What follows belongs to an exercise in optimizing a design on an open flow for a short achievable clock period and few clock cycles per item; a production flow would make more cautious choices. Only simulation tests tie the RTL to the original design; equivalence was not proved. Power figures rest on the tool's default switching activity, not on a simulated workload.

==> inputs of run B <==
==> flow/design.v (excerpt) <==
module OtterMemory (
    input MEM_RST,
    input MEM_CLK,
    input MEM_RDEN1,                 
    input MEM_RDEN2,                 
    input MEM_WE2,                   
    input [13:0] MEM_ADDR1,          
    input [31:0] MEM_ADDR2,          
    input [31:0] MEM_DIN2,           
    input [1:0] MEM_SIZE,            
    input MEM_SIGN,                  
    input [31:0] IO_IN,              
    output logic IO_WR,              
    output logic [31:0] MEM_DOUT1,   
    output logic [31:0] MEM_DOUT2,   
    output logic MEM_VALID1,
    output logic MEM_VALID2,
    output logic MM_RE,
    output logic MM_WE,
    output logic [13:0] MM_ADDR,
    output logic [31:0] MM_DIN,
    input [31:0] MM_DOUT,
    input MM_VALID
    );
==> flow/config.mk <==
export PLATFORM = sky130hd
export DESIGN_NAME = OtterMemory
export DESIGN_NICKNAME = OtterMemory
export VERILOG_FILES = /design/flow/design.v
export SDC_FILE = /design/flow/constraint.sdc
export NUM_CORES = 4
export LEC_CHECK = 0
export ABC_CLOCK_PERIOD_IN_PS = 5000
export CAP_MARGIN = 20
export CORE_MARGIN = 2
export CORE_UTILIZATION = 40
export SLEW_MARGIN = 20
==> flow/constraint.sdc <==
create_clock -name core_clock -period 12.0 [get_ports {MEM_CLK}]
set_input_delay 2.4000 -clock core_clock [delete_from_list [all_inputs] [get_ports {MEM_CLK}]]
set_output_delay 2.4000 -clock core_clock [all_outputs]
set_load 0.01 [all_outputs]
standard.sh (not shown) runs the stock make flow with config.mk's settings and CLKGATE_MAP_FILE= SYNTH_SCRIPT=/design/flow/synth_recipe.tcl, a recipe that flattens the netlist after the stock synthesis.
==> flow/flow/run.sh <==
#!/bin/bash
set -euo pipefail
bash standard.sh SETUP_SLACK_MARGIN=6.5 finish > make_finish.log 2>&1
==> inputs of run D, as changes to run B <==
--- a/flow/design.v
+++ b/flow/design.v
@@ -33,39 +33,32 @@
     logic [31:0] ddat [0:63];
     logic [8:0]  dtag [0:15];
     logic [15:0] dlv;
     logic [63:0] dwv;
     logic [15:0] ddirty;
     logic [7:0]  dlru;
     logic [127:0] wbuf;              
-    logic [31:0]  mdin;              
     logic        mb;                 
     logic [1:0]  mk;
     logic [11:0] mline;
     logic [1:0]  mctr, mcnt;
     logic        mway;
     logic        xfer;               
     logic [13:0] m_addr;             
     assign m_addr = {mline, mctr};
     assign xfer = MM_VALID && mb;
     logic [13:0] P;                  
-    logic        preq;               
-    logic        i_pre, d_pre;       
     logic        ph, pway, pmiss;    
     logic [31:0] pw;                 
-    logic        sel;                
-    logic [13:0] Pa, Pb;
-    logic [34:0] lkA, lkB;           
-    logic        ipa, ipb;           
     logic        dact;               
     logic [15:0] dq_addr;
     logic        dq_we, dq_sign;
     logic [1:0]  dq_size;
     logic [31:0] dq_din;
-    logic        dk_h0, dk_hit, dk_miss;
+    logic        dk_h0, dk_h1, dk_miss;
     logic        dk_vway, dk_vdirty;    
     logic [8:0]  dk_vtag;
     logic [31:0] dk_load;           
     function automatic logic [34:0] ilookup(input logic [13:0] a, input logic fwd, input logic fway,
                                      input logic [31:0] fword);
         logic [34:0] r;
         logic [2:0] s;
@@ -99,41 +92,37 @@
             end
             2'd1: r = off[1] ? {{16{!uns && w[31]}}, w[31:16]} : {{16{!uns && w[15]}}, w[15:0]};
             default: r = w;
         endcase
         align = r;
     endfunction
     logic        i_mm, i_done, a_eq_p;
-    logic [13:0] P1, PB;
-    logic [34:0] lk_cur, lk_p1, lk_b;
-    always_comb begin
-        P      = sel ? Pa : Pb;
-        lk_cur = sel ? lkA : lkB;
-        ph     = lk_cur[34];
-        pway   = lk_cur[33];
-        pmiss  = lk_cur[32];
-        pw     = lk_cur[31:0];
-        i_pre  = sel ? ipa : ipb;
+    logic [13:0] P1;
+    logic [34:0] lk_p, lk_p1, lk_a, lk_n;
+    always_comb begin
         a_eq_p = MEM_ADDR1 == P;
-        i_mm   = MM_VALID && i_pre;
+        i_mm   = MM_VALID && mb && mk == K_I && m_addr == P;
         i_done = MEM_RDEN1 && a_eq_p && (ph || i_mm);
         MEM_VALID1 = i_done;
         MEM_DOUT1  = ph ? pw : MM_DOUT;
         P1 = P + 14'd1;
-        PB = MEM_RDEN1 ? MEM_ADDR1 : P;
+        lk_p  = ilookup(P,  xfer && mk == K_I && m_addr == P,  mway, MM_DOUT);
         lk_p1 = ilookup(P1, xfer && mk == K_I && m_addr == P1, mway, MM_DOUT);
-        lk_b  = ilookup(PB, xfer && mk == K_I && m_addr == PB, mway, MM_DOUT);
-    end
-    always_ff @(posedge MEM_CLK) begin
-        sel  <= i_done;
-        Pa   <= P1;
-        Pb   <= PB;
-        lkA  <= {lk_p1[34] && !MEM_RST, lk_p1[33:0]};
-        lkB  <= {lk_b[34] && !MEM_RST, lk_b[33:0]};
-        preq <= MEM_RDEN1 && !i_done && !MEM_RST;
+        lk_a  = ilookup(MEM_ADDR1, xfer && mk == K_I && m_addr == MEM_ADDR1, mway, MM_DOUT);
+        if (i_done) lk_n = lk_p1;
+        else if (MEM_RDEN1 && !a_eq_p) lk_n = lk_a;
+        else lk_n = lk_p;
+    end
+    always_ff @(posedge MEM_CLK) begin
+        if (i_done) P <= P1;
+        else if (MEM_RDEN1 && !a_eq_p) P <= MEM_ADDR1;
+        ph    <= lk_n[34] && !MEM_RST;
+        pway  <= lk_n[33];
+        pmiss <= lk_n[32];
+        pw    <= lk_n[31:0];
     end
     logic        io, d_mm, d_hit, d_done, d_way;
     logic [2:0]  dsa;
     logic [1:0]  doa;
     logic        fwd_d;
     logic        h0n, h1n, m0n, m1n;
     logic [31:0] w0n, w1n;
@@ -149,30 +138,30 @@
         h1n = m1n && dwv[{1'b1, dsa, doa}];
         w0n = ddat[{1'b0, dsa, doa}];
         w1n = ddat[{1'b1, dsa, doa}];
         if (fwd_d) begin
             if (mway) begin h1n = 1'b1; w1n = MM_DOUT; end
             else       begin h0n = 1'b1; w0n = MM_DOUT; end
         end
-        d_hit  = dk_hit;
-        d_mm   = MM_VALID && d_pre;
-        d_done = d_hit || d_mm;              
+        d_hit  = dk_h0 || dk_h1;
+        d_mm   = MM_VALID && dact && dq_we && mb && mk == K_D && m_addr == dq_addr[15:2];
+        d_done = (dact && d_hit) || d_mm;
         d_way  = d_hit ? !dk_h0 : mway;
         MEM_VALID2 = io || d_done;
         MEM_DOUT2 = dact ? dk_load : IO_IN;
     end
     always_ff @(posedge MEM_CLK) begin
         dact    <= (MEM_RDEN2 || MEM_WE2) && !io && !d_done && !MEM_RST;
         dq_addr <= MEM_ADDR2[15:0];
         dq_we   <= MEM_WE2;
         dq_sign <= MEM_SIGN;
         dq_size <= MEM_SIZE;
         dq_din  <= MEM_DIN2;
-        dk_h0   <= h0n;    
-        dk_hit  <= (h0n || h1n) && (MEM_RDEN2 || MEM_WE2) && !io && !d_done && !MEM_RST;
+        dk_h0   <= h0n;
+        dk_h1   <= h1n;
         dk_miss <= !(m0n || m1n);
         dk_vway   <= dlru[dsa];
         dk_vdirty <= dlv[{dlru[dsa], dsa}] && ddirty[{dlru[dsa], dsa}];
         dk_vtag   <= dtag[{dlru[dsa], dsa}];
         dk_load <= align(h0n ? w0n : w1n, MEM_ADDR2[1:0], MEM_SIZE, MEM_SIGN);
     end
     logic [3:0]  st_be;
@@ -184,55 +173,47 @@
             default: begin st_be = 4'b1111; st_data = dq_din; end
         endcase
     end
     logic         d_need, i_need, d_go, i_go, w_go;
     logic [3:0]   dvl;               
     logic [2:0]   ms;                
     logic [127:0] wb_line;
-    logic        mb_n, mway_n;
-    logic [1:0]  mk_n, mctr_n, mcnt_n;
-    logic [11:0] mline_n;
     always_comb begin
         d_need = dact && dk_miss;
-        i_need = preq && pmiss;
+        i_need = pmiss && MEM_RDEN1 && a_eq_p;    
         dvl    = {dk_vway, dq_addr[6:4]};
         d_go   = !mb && d_need && !dk_vdirty;
         w_go   = !mb && d_need && dk_vdirty;
         i_go   = !mb && !d_need && i_need;
-        MM_RE  = mb ? mk != K_WB : (d_go || i_go);
+        MM_RE  = (mb ? mk != K_WB : d_go) || (!mb && !d_need && pmiss && MEM_RDEN1 && a_eq_p);
         MM_WE  = mb ? mk == K_WB : w_go;
         MM_ADDR = mb ? m_addr : d_go ? dq_addr[15:2] : w_go ? {dk_vtag, dq_addr[6:4], 2'b00} : P;
-        MM_DIN = mdin;
+        MM_DIN = wbuf[32 * mctr +: 32];
         wb_line = {ddat[{dvl, 2'd3}], ddat[{dvl, 2'd2}], ddat[{dvl, 2'd1}], ddat[{dvl, 2'd0}]};
         ms = mline[2:0];
-        mk_n = mk; mline_n = mline; mway_n = mway;
-        mctr_n = mctr + {1'b0, xfer};
-        mcnt_n = mcnt + {1'b0, xfer};
-        if (MEM_RST)  mb_n = 1'b0;
-        else if (mb)  mb_n = !(xfer && mcnt == 2'd3);
-        else          mb_n = d_go || w_go || i_go;
-        if (!mb) begin
-            mcnt_n = 2'd0;
-            if (d_go) begin
-                mk_n = K_D; mline_n = dq_addr[15:4]; mctr_n = dq_addr[3:2]; mway_n = dk_vway;
-            end else if (w_go) begin
-                mk_n = K_WB; mline_n = {dk_vtag, dq_addr[6:4]}; mctr_n = 2'd0;
-            end else begin
-                mk_n = K_I; mline_n = P[13:2]; mctr_n = P[1:0]; mway_n = ilru[P[4:2]];
-            end
-        end
-    end
-    always_ff @(posedge MEM_CLK) begin
-        mb <= mb_n; mk <= mk_n; mline <= mline_n; mctr <= mctr_n; mcnt <= mcnt_n; mway <= mway_n;
-        if (w_go) wbuf <= wb_line;
-        mdin <= w_go ? wb_line[31:0] : wbuf[32 * mctr_n +: 32];
-        ipa   <= mb_n && mk_n == K_I && {mline_n, mctr_n} == P1;
-        ipb   <= mb_n && mk_n == K_I && {mline_n, mctr_n} == PB;
-        d_pre <= mb_n && mk_n == K_D && {mline_n, mctr_n} == MEM_ADDR2[15:2] && MEM_WE2
-                 && !io && !d_done && !MEM_RST;
+    end
+    always_ff @(posedge MEM_CLK) begin
+        if (MEM_RST) begin
+            mb <= 1'b0;
+        end else if (mb) begin
+            if (xfer && mcnt == 2'd3) mb <= 1'b0;
+        end else begin
+            mb <= d_go || w_go || i_go;
+        end
+        if (mb) begin
+            mctr <= mctr + {1'b0, xfer};
+            mcnt <= mcnt + {1'b0, xfer};
+        end else if (d_go) begin
+            mk <= K_D; mline <= dq_addr[15:4]; mctr <= dq_addr[3:2]; mcnt <= 2'd0; mway <= dk_vway;
+        end else if (w_go) begin
+            mk <= K_WB; mline <= {dk_vtag, dq_addr[6:4]}; mctr <= 2'd0; mcnt <= 2'd0;
+            wbuf <= wb_line;
+        end else begin
+            mk <= K_I; mline <= P[13:2]; mctr <= P[1:0]; mcnt <= 2'd0; mway <= ilru[P[4:2]];
+        end
     end
     always_ff @(posedge MEM_CLK) begin
         if (MEM_RST) begin
             ilv  <= '0;
             ilru <= '0;
         end else begin
             if (i_go) begin
==> flow/run.sh (new file) <==
#!/bin/bash
# synth_recipe.tcl (not shown) runs the flow's synth.tcl, then flattens the netlist and writes it again
# the make line also repeats each setting of config.mk as NAME=value (left out here)
make -C /OpenROAD-flow-scripts/flow DESIGN_CONFIG=/design/flow/config.mk WORK_HOME=/design/flow/orfs CLKGATE_MAP_FILE= SYNTH_SCRIPT=/design/flow/synth_recipe.tcl finish
- SETUP_SLACK_MARGIN: not set -> 5
removed: flow/flow/run.sh
removed: flow/standard.sh
==> summary.txt <==
Status = finished clean
Post-synthesis compound-gate area fraction = 6.95%
WP data arrival = 3.45 ns
Max_slew headroom = 13.7%
Routability cong. = 1.00
Seq/Total Area, Yosys = 58.0%
Post-route cell area = 288000 um2
Initial antenna violation count = 128
Met1 usage = 39.9%
Leakage power = 0.0926 uW
Core ar. = 627000 um2
Post-synthesis cell type count = 80
Crit path from = MM_VALID
Num sequential = 4957
Fraction of area in multi-input gates = 35.4%
CTS buffer count = 559
-- figures above: run B

==> summary.txt <==
CTS buffer count = 551
Number of non-clock inverters in the layout = 52
Seq/Total Area, Yosys = 53.8%
Routed length on met1 = 380000 um
Routability cong. = 0.977
Crit path from = MEM_ADDR1[10]
Status = finished clean
H-tree depth = 6
Post-route cell area = 302000 um2
Core ar. = 668000 um2
Post-synthesis compound-gate area fraction = 2.67%
Num sequential = 4876
Int Power = 30700 uW
Clock-cell share = 5.92%
Fraction of area in multi-input gates = 39.7%
Post-synthesis cell type count = 83
-- figures above: run D

Testbench counts of run B, summed over its fixed seeds: cycles 416,325, instrs 80,000.
Testbench counts of run D, summed over its fixed seeds: cycles 414,706, instrs 80,000.

-- afterwards: timing with drivers on the ports --
No port has a modelled driver above. Below, the same layouts with a new extraction and two added sets of constraints.
Step 1, drivers: a clkbuf_16 drives MEM_CLK and a buf_2 each remaining input, both assumed.
Step 2, shift: input delay + t, output delay - t, t = (earliest + latest rising clock arrival at the registers) / 2. This alone moves slack from input paths to output paths.
Slacks: ideal / step 1 / step 2; pairs: ideal / step 1.
run	t (ns)	setup slack, ns	worst slew at a driven data input, ns
run B	1.242	6.151 / 6.081 / 5.132	0.28
run D	1.234	4.851 / 4.703 / 4.065	0.27
After both steps every run listed still meets setup and hold. For run B, which loses most, drivers alone change the setup slack by -0.070 ns; drivers and shift together by -1.019 ns.
